From an optimization exercise on the open Yosys and OpenROAD flow, aimed at small area; shortcuts taken in it are not production practice.
Only simulation tests tie the RTL to the original design; equivalence was not proved.
No activity file was given, so power comes from the tool's default toggle rates.

// pipeline_datapath_core
module pipeline_datapath_core #(
    parameter DATA_WIDTH              = 64,
    parameter INSTR_WIDTH             = 32,
    parameter IMEM_ADDR_WIDTH         = 9,
    parameter DMEM_ADDR_WIDTH         = 8,
    parameter REGFILE_ADDRESS_WIDTH   = 5
)(
    input  wire                         clk,
    input  wire                         reset,
    input  wire                         enable,
    output reg  [IMEM_ADDR_WIDTH-1:0]    imem_addr,
    input  wire [INSTR_WIDTH-1:0]        imem_dout,
    output wire                         dmem_wea,
    output wire [DMEM_ADDR_WIDTH-1:0]   dmem_addra,
    output wire [DMEM_ADDR_WIDTH-1:0]   dmem_addrb,
    output wire [DATA_WIDTH-1:0]        dmem_dina,
    input  wire [DATA_WIDTH-1:0]        dmem_doutb
);
Size: ~5700 cells after synthesis, roughly 2200 flip-flops, about 74000 um2 of cells after synthesis.
clock: 8.0 ns
lec_check: 0
cap_margin: 20
core_margin: 2
core_utilization: 60
slew_margin: 20
synth_hierarchical: 1
standard.sh (not shown) runs the stock make flow with config.mk's settings and CLKGATE_MAP_FILE= SYNTH_SCRIPT=/design/flow/synth_recipe.tcl, a recipe that flattens the netlist after the stock synthesis.
==> flow/flow/run.sh <==
#!/bin/bash
# The standard layout with two changes:
#  - port buffers are the smallest buffer cell (buf_1) instead of buffer_ports' default;
#  - clock tree: clkbuf_8 only, sink clusters of at most 16 flip-flops, and no dummy loads.
set -euo pipefail
export BUFFER_PORTS_ARGS="-buffer_cell sky130_fd_sc_hd__buf_1"
export CTS_ARGS="-sink_clustering_enable -repair_clock_nets -dont_use_dummy_load -buf_list sky130_fd_sc_hd__clkbuf_8 -sink_clustering_size 16 -sink_clustering_max_diameter 60"
bash standard.sh > flow_make.log 2>&1
Rerun with:
CORE_UTILIZATION = 70   (was 60)
=> The changed run completed without violations. Fmax is higher by 16%. Total power is lower by 0.61%. Sequential share of layout area is higher by 0.25 points.

---

T:
Another version of the RTL of pipeline_datapath_core (not shown whole).
Size in the first run: ~3600 cells after synthesis, about 77000 sq um of cells after synthesis.
==> flow/config.mk <==
export PLATFORM = sky130hd
export DESIGN_NAME = pipeline_datapath_core
export DESIGN_NICKNAME = pipeline_datapath_core
export VERILOG_FILES = /design/flow/design.v
export SDC_FILE = /design/flow/constraint.sdc
export NUM_CORES = 4
export LEC_CHECK = 0
export CAP_MARGIN = 20
export CORE_MARGIN = 2
export CORE_UTILIZATION = 60
export CTS_BUF_LIST = sky130_fd_sc_hd__clkbuf_8
export SLEW_MARGIN = 20
export SYNTH_HIERARCHICAL = 1
==> flow/constraint.sdc <==
create_clock -name core_clock -period 8.0 [get_ports {clk}]
set_input_delay 1.6000 -clock core_clock [delete_from_list [all_inputs] [get_ports {clk}]]
set_output_delay 1.6000 -clock core_clock [all_outputs]
set_load 0.01 [all_outputs]
run.sh (not shown) runs the stock make flow with config.mk's settings and CLKGATE_MAP_FILE= SYNTH_SCRIPT=/design/flow/synth_recipe.tcl, a recipe that flattens the netlist after the stock synthesis.
Stock flow here: none of the scripts above is used.
Input changes introduced in P (baseline for comparison: T):
- CORE_UTILIZATION now 70, was 60
- CTS_BUF_LIST no longer set, was sky130_fd_sc_hd__clkbuf_8
==> flow/flow/run.sh (new file) <==
#!/bin/bash
# The standard layout with two changes:
#  - port buffers are the smallest buffer cell (buf_1) instead of buffer_ports' default;
#  - clock tree: clkbuf_8 only, sink clusters of at most 16 flip-flops, and no dummy loads.
set -euo pipefail
export BUFFER_PORTS_ARGS="-buffer_cell sky130_fd_sc_hd__buf_1"
export CTS_ARGS="-sink_clustering_enable -repair_clock_nets -dont_use_dummy_load -buf_list sky130_fd_sc_hd__clkbuf_8 -sink_clustering_size 16 -sink_clustering_max_diameter 60"
bash standard.sh > flow_make.log 2>&1
==> flow/standard.sh (new file) <==
#!/bin/bash
# synth_recipe.tcl (not shown) runs the flow's synth.tcl, then flattens the netlist and writes it again
# the make line also repeats each setting of config.mk as NAME=value (left out here)
make -C /OpenROAD-flow-scripts/flow DESIGN_CONFIG=/design/flow/config.mk WORK_HOME=/design/flow/orfs CLKGATE_MAP_FILE= SYNTH_SCRIPT=/design/flow/synth_recipe.tcl "${@:-finish}"
removed: flow/run.sh
## What came out
Compared with T, P supports a lower clock frequency. Buffer levels on the longest clock path on P is down relative to T. Between P and T, it is P whose overall power after layout is lower, by about 18%. The run showing the smaller area after detailed placement is P. Higher number of buffers added by the clock tree synthesis step was reported by T, not P. P completed every stage of the flow, and the final layout passed the timing, design-rule and antenna checks. Per the comparison of P with T, global-route wire length before repair decreased about 8%, switching part of the total decreased 0.99 points, leakage dissipation decreased 2.9 nW, length of the first detailed-routing pass in iterations increased 7, worst setup slack decreased 0.22 ns. met3 track utilization from global routing up 0.38 points in P wrt T.

---

## run A
The RTL this note starts from:
==> flow/design.v <==
`timescale 1ns / 1ps
module rf_aoi222 (
    input  a0, b0, a1, b1, a2, b2,
    output y
);
    assign y = ~((a0 & b0) | (a1 & b1) | (a2 & b2));
endmodule
module rf_read_bit (
    input  [30:0] sel,
    input  [30:0] data,
    output        y
);
    wire [10:0] g;
    genvar k;
    generate
        for (k = 0; k < 10; k = k + 1) begin : grp
            rf_aoi222 u_aoi (
                .a0(sel[3*k]),   .b0(data[3*k]),
                .a1(sel[3*k+1]), .b1(data[3*k+1]),
                .a2(sel[3*k+2]), .b2(data[3*k+2]),
                .y (g[k])
            );
        end
    endgenerate
    assign g[10] = ~(sel[30] & data[30]);
    assign y = ~&g;
endmodule
`timescale 1ns / 1ps
module pipeline_datapath_core #(
    parameter DATA_WIDTH              = 64,
    parameter INSTR_WIDTH             = 32,
    parameter IMEM_ADDR_WIDTH         = 9,
    parameter DMEM_ADDR_WIDTH         = 8,
    parameter REGFILE_ADDRESS_WIDTH   = 5
)(
    input  wire                         clk,
    input  wire                         reset,
    input  wire                         enable,
    output reg  [IMEM_ADDR_WIDTH-1:0]    imem_addr,
    input  wire [INSTR_WIDTH-1:0]        imem_dout,
    output wire                         dmem_wea,
    output wire [DMEM_ADDR_WIDTH-1:0]   dmem_addra,
    output wire [DMEM_ADDR_WIDTH-1:0]   dmem_addrb,
    output wire [DATA_WIDTH-1:0]        dmem_dina,
    input  wire [DATA_WIDTH-1:0]        dmem_doutb
);
    reg                               pc_started;
    reg                               if_id_wmem_en;
    reg                               if_id_wreg_en;
    reg [4:0]                         if_id_rs1;
    reg [4:0]                         if_id_rs2;
    reg [4:0]                         if_id_rd;
    reg                               id_ex_wmem_en;
    reg                               id_ex_wreg_en;
    reg [DMEM_ADDR_WIDTH-1:0]         id_ex_r1out;
    reg [DATA_WIDTH-1:0]              id_ex_r2out;
    reg [4:0]                         id_ex_wreg;
    reg                               ex_mem_wmem_en;
    reg                               ex_mem_wreg_en;
    reg [DMEM_ADDR_WIDTH-1:0]         ex_mem_r1out;
    reg [DATA_WIDTH-1:0]              ex_mem_r2out;
    reg [4:0]                         ex_mem_wreg;
    reg [DATA_WIDTH-1:0] register [1:31];
    reg [31:1]           valid;
    wire rf_we = enable && !reset && ex_mem_wreg_en;
    integer i;
    always @(posedge clk) begin
        for (i = 1; i < 32; i = i + 1)
            if (rf_we && ex_mem_wreg == i)
                register[i] <= dmem_doutb;
    end
    always @(posedge clk) begin
        if (reset)
            valid <= 31'd0;
        else
            for (i = 1; i < 32; i = i + 1)
                if (rf_we && ex_mem_wreg == i)
                    valid[i] <= 1'b1;
    end
    reg [30:0] sel1, sel2;
    always @(*) begin
        for (i = 1; i < 32; i = i + 1) begin
            sel1[i-1] = !reset && valid[i] && if_id_rs1 == i;
            sel2[i-1] = !reset && valid[i] && if_id_rs2 == i;
        end
    end
    wire [DMEM_ADDR_WIDTH-1:0] r0data;
    wire [DATA_WIDTH-1:0]      r1data;
    genvar b;
    generate
        for (b = 0; b < DATA_WIDTH; b = b + 1) begin : rd2
            wire [30:0] col;
            genvar r;
            for (r = 1; r < 32; r = r + 1) begin : c
                assign col[r-1] = register[r][b];
            end
            rf_read_bit u_rd (.sel(sel2), .data(col), .y(r1data[b]));
        end
        for (b = 0; b < DMEM_ADDR_WIDTH; b = b + 1) begin : rd1
            wire [30:0] col;
            genvar r;
            for (r = 1; r < 32; r = r + 1) begin : c
                assign col[r-1] = register[r][b];
            end
            rf_read_bit u_rd (.sel(sel1), .data(col), .y(r0data[b]));
        end
    endgenerate
    assign dmem_wea   = ex_mem_wmem_en;
    assign dmem_addra = ex_mem_r1out;
    assign dmem_addrb = ex_mem_r1out;
    assign dmem_dina  = ex_mem_r2out;
    always @(posedge clk) begin
        if (reset) begin
            imem_addr      <= {IMEM_ADDR_WIDTH{1'b0}};
            pc_started     <= 1'b0;
            if_id_wmem_en  <= 1'b0;
            if_id_wreg_en  <= 1'b0;
            id_ex_wmem_en  <= 1'b0;
            id_ex_wreg_en  <= 1'b0;
            ex_mem_wmem_en <= 1'b0;
            ex_mem_wreg_en <= 1'b0;
            ex_mem_r1out   <= {DMEM_ADDR_WIDTH{1'b0}};
            ex_mem_r2out   <= {DATA_WIDTH{1'b0}};
        end else if (enable) begin
            imem_addr      <= imem_addr + pc_started;
            pc_started     <= 1'b1;
            if_id_wmem_en  <= imem_dout[31];
            if_id_wreg_en  <= imem_dout[30];
            id_ex_wmem_en  <= if_id_wmem_en;
            id_ex_wreg_en  <= if_id_wreg_en;
            ex_mem_wmem_en <= id_ex_wmem_en;
            ex_mem_wreg_en <= id_ex_wreg_en;
            ex_mem_r1out   <= id_ex_r1out;
            ex_mem_r2out   <= id_ex_r2out;
        end
    end
    always @(posedge clk) begin
        if (reset || enable) begin
            id_ex_r1out <= r0data;
            id_ex_r2out <= r1data;
        end
    end
    always @(posedge clk) begin
        if (enable) begin
            if_id_rs1   <= imem_dout[29:25];
            if_id_rs2   <= imem_dout[24:20];
            if_id_rd    <= imem_dout[19:15];
            id_ex_wreg  <= if_id_rd;
            ex_mem_wreg <= id_ex_wreg;
        end
    end
endmodule
export LEC_CHECK = 0
export CAP_MARGIN = 20
export CORE_MARGIN = 2
export CORE_UTILIZATION = 60
export SLEW_MARGIN = 20
export SYNTH_HIERARCHICAL = 1
create_clock -name core_clock -period 8.0 [get_ports {clk}]
standard.sh (not shown) runs the stock make flow with config.mk's settings and CLKGATE_MAP_FILE= SYNTH_SCRIPT=/design/flow/synth_recipe.tcl, a recipe that flattens the netlist after the stock synthesis.
==> flow/flow/run.sh <==
#!/bin/bash
# The standard layout with two changes:
#  - port buffers are the smallest buffer cell (buf_1) instead of buffer_ports' default;
#  - clock tree: clkbuf_8 only, larger sink clusters, and no dummy loads.
set -euo pipefail
export BUFFER_PORTS_ARGS="-buffer_cell sky130_fd_sc_hd__buf_1"
export CTS_ARGS="-sink_clustering_enable -repair_clock_nets -dont_use_dummy_load -buf_list sky130_fd_sc_hd__clkbuf_8 -sink_clustering_size 15 -sink_clustering_max_diameter 50"
bash standard.sh > flow_make.log 2>&1
Run A reached the end of the flow, and the finished layout is clean on the timing, design-rule and antenna checks.
#### Input delta (run B over run A)
==> flow/flow/run.sh <==
#!/bin/bash
# The standard layout with two changes:
#  - port buffers are the smallest buffer cell (buf_1) instead of buffer_ports' default;
#  - clock tree: clkbuf_8 only, sink clusters of at most 16 flip-flops, and no dummy loads.
set -euo pipefail
export BUFFER_PORTS_ARGS="-buffer_cell sky130_fd_sc_hd__buf_1"
export CTS_ARGS="-sink_clustering_enable -repair_clock_nets -dont_use_dummy_load -buf_list sky130_fd_sc_hd__clkbuf_8 -sink_clustering_size 16 -sink_clustering_max_diameter 60"
bash standard.sh > flow_make.log 2>&1
Notes after the runs:
Final net count (lower): run B
Run A → run B: global-route usage barely changed, wire length held, global-route wire length before repair held.
Run B vs. run A: layout cell share with drive strength beyond 1 went down by 0.46 points.
| total power | run B vs run A | better |
Going from run A to run B, the signal arrival time at the worst endpoint was found to have gone up by 200 ps.

==> separate check: timing with driven ports <==
The flow's constraints put no driver on any port. The routed layouts listed below were extracted and timed again, unchanged, in two steps. Step 1 (the two cells are an assumption about what drives the block):
set clk [get_ports {clk}]
set_driving_cell -lib_cell sky130_fd_sc_hd__clkbuf_16 $clk
set_driving_cell -lib_cell sky130_fd_sc_hd__buf_2 [delete_from_list [all_inputs] $clk]
Step 2 adds t to the input delays and takes it off the output delays; t is the mean of the earliest and latest rising clock arrival at the registers after step 1. Input paths then give back, and output paths get back, about the clock's delay inside the block. Three values: ideal ports, drivers, drivers and shift; two values: the first two.
run | shift t [ns] | slack for setup (ns) | worst setup path at the end | slew at the worst register clock pin (ns)
the first run of note 1 | 1.004 | 2.625 / 2.678 / 1.674 | input to register | 0.11 / 0.11
the second run of note 1 | 0.959 | 3.368 / 3.416 / 2.457 | input to register | 0.11 / 0.11
T | 1.063 | 3.911 / 3.954 / 2.891 | input to register | 0.07 / 0.07
P | 0.941 | 3.689 / 3.721 / 2.780 | input to register | 0.10 / 0.10
run A | 0.972 | 3.650 / 3.698 / 2.726 | input to register | 0.10 / 0.10
run B | 0.974 | 3.628 / 3.675 / 2.701 | input to register | 0.10 / 0.10
After both steps every run listed still meets setup and hold. The setup slack of T, which loses most, moves by +0.043 ns with the drivers and by -1.020 ns with both steps.
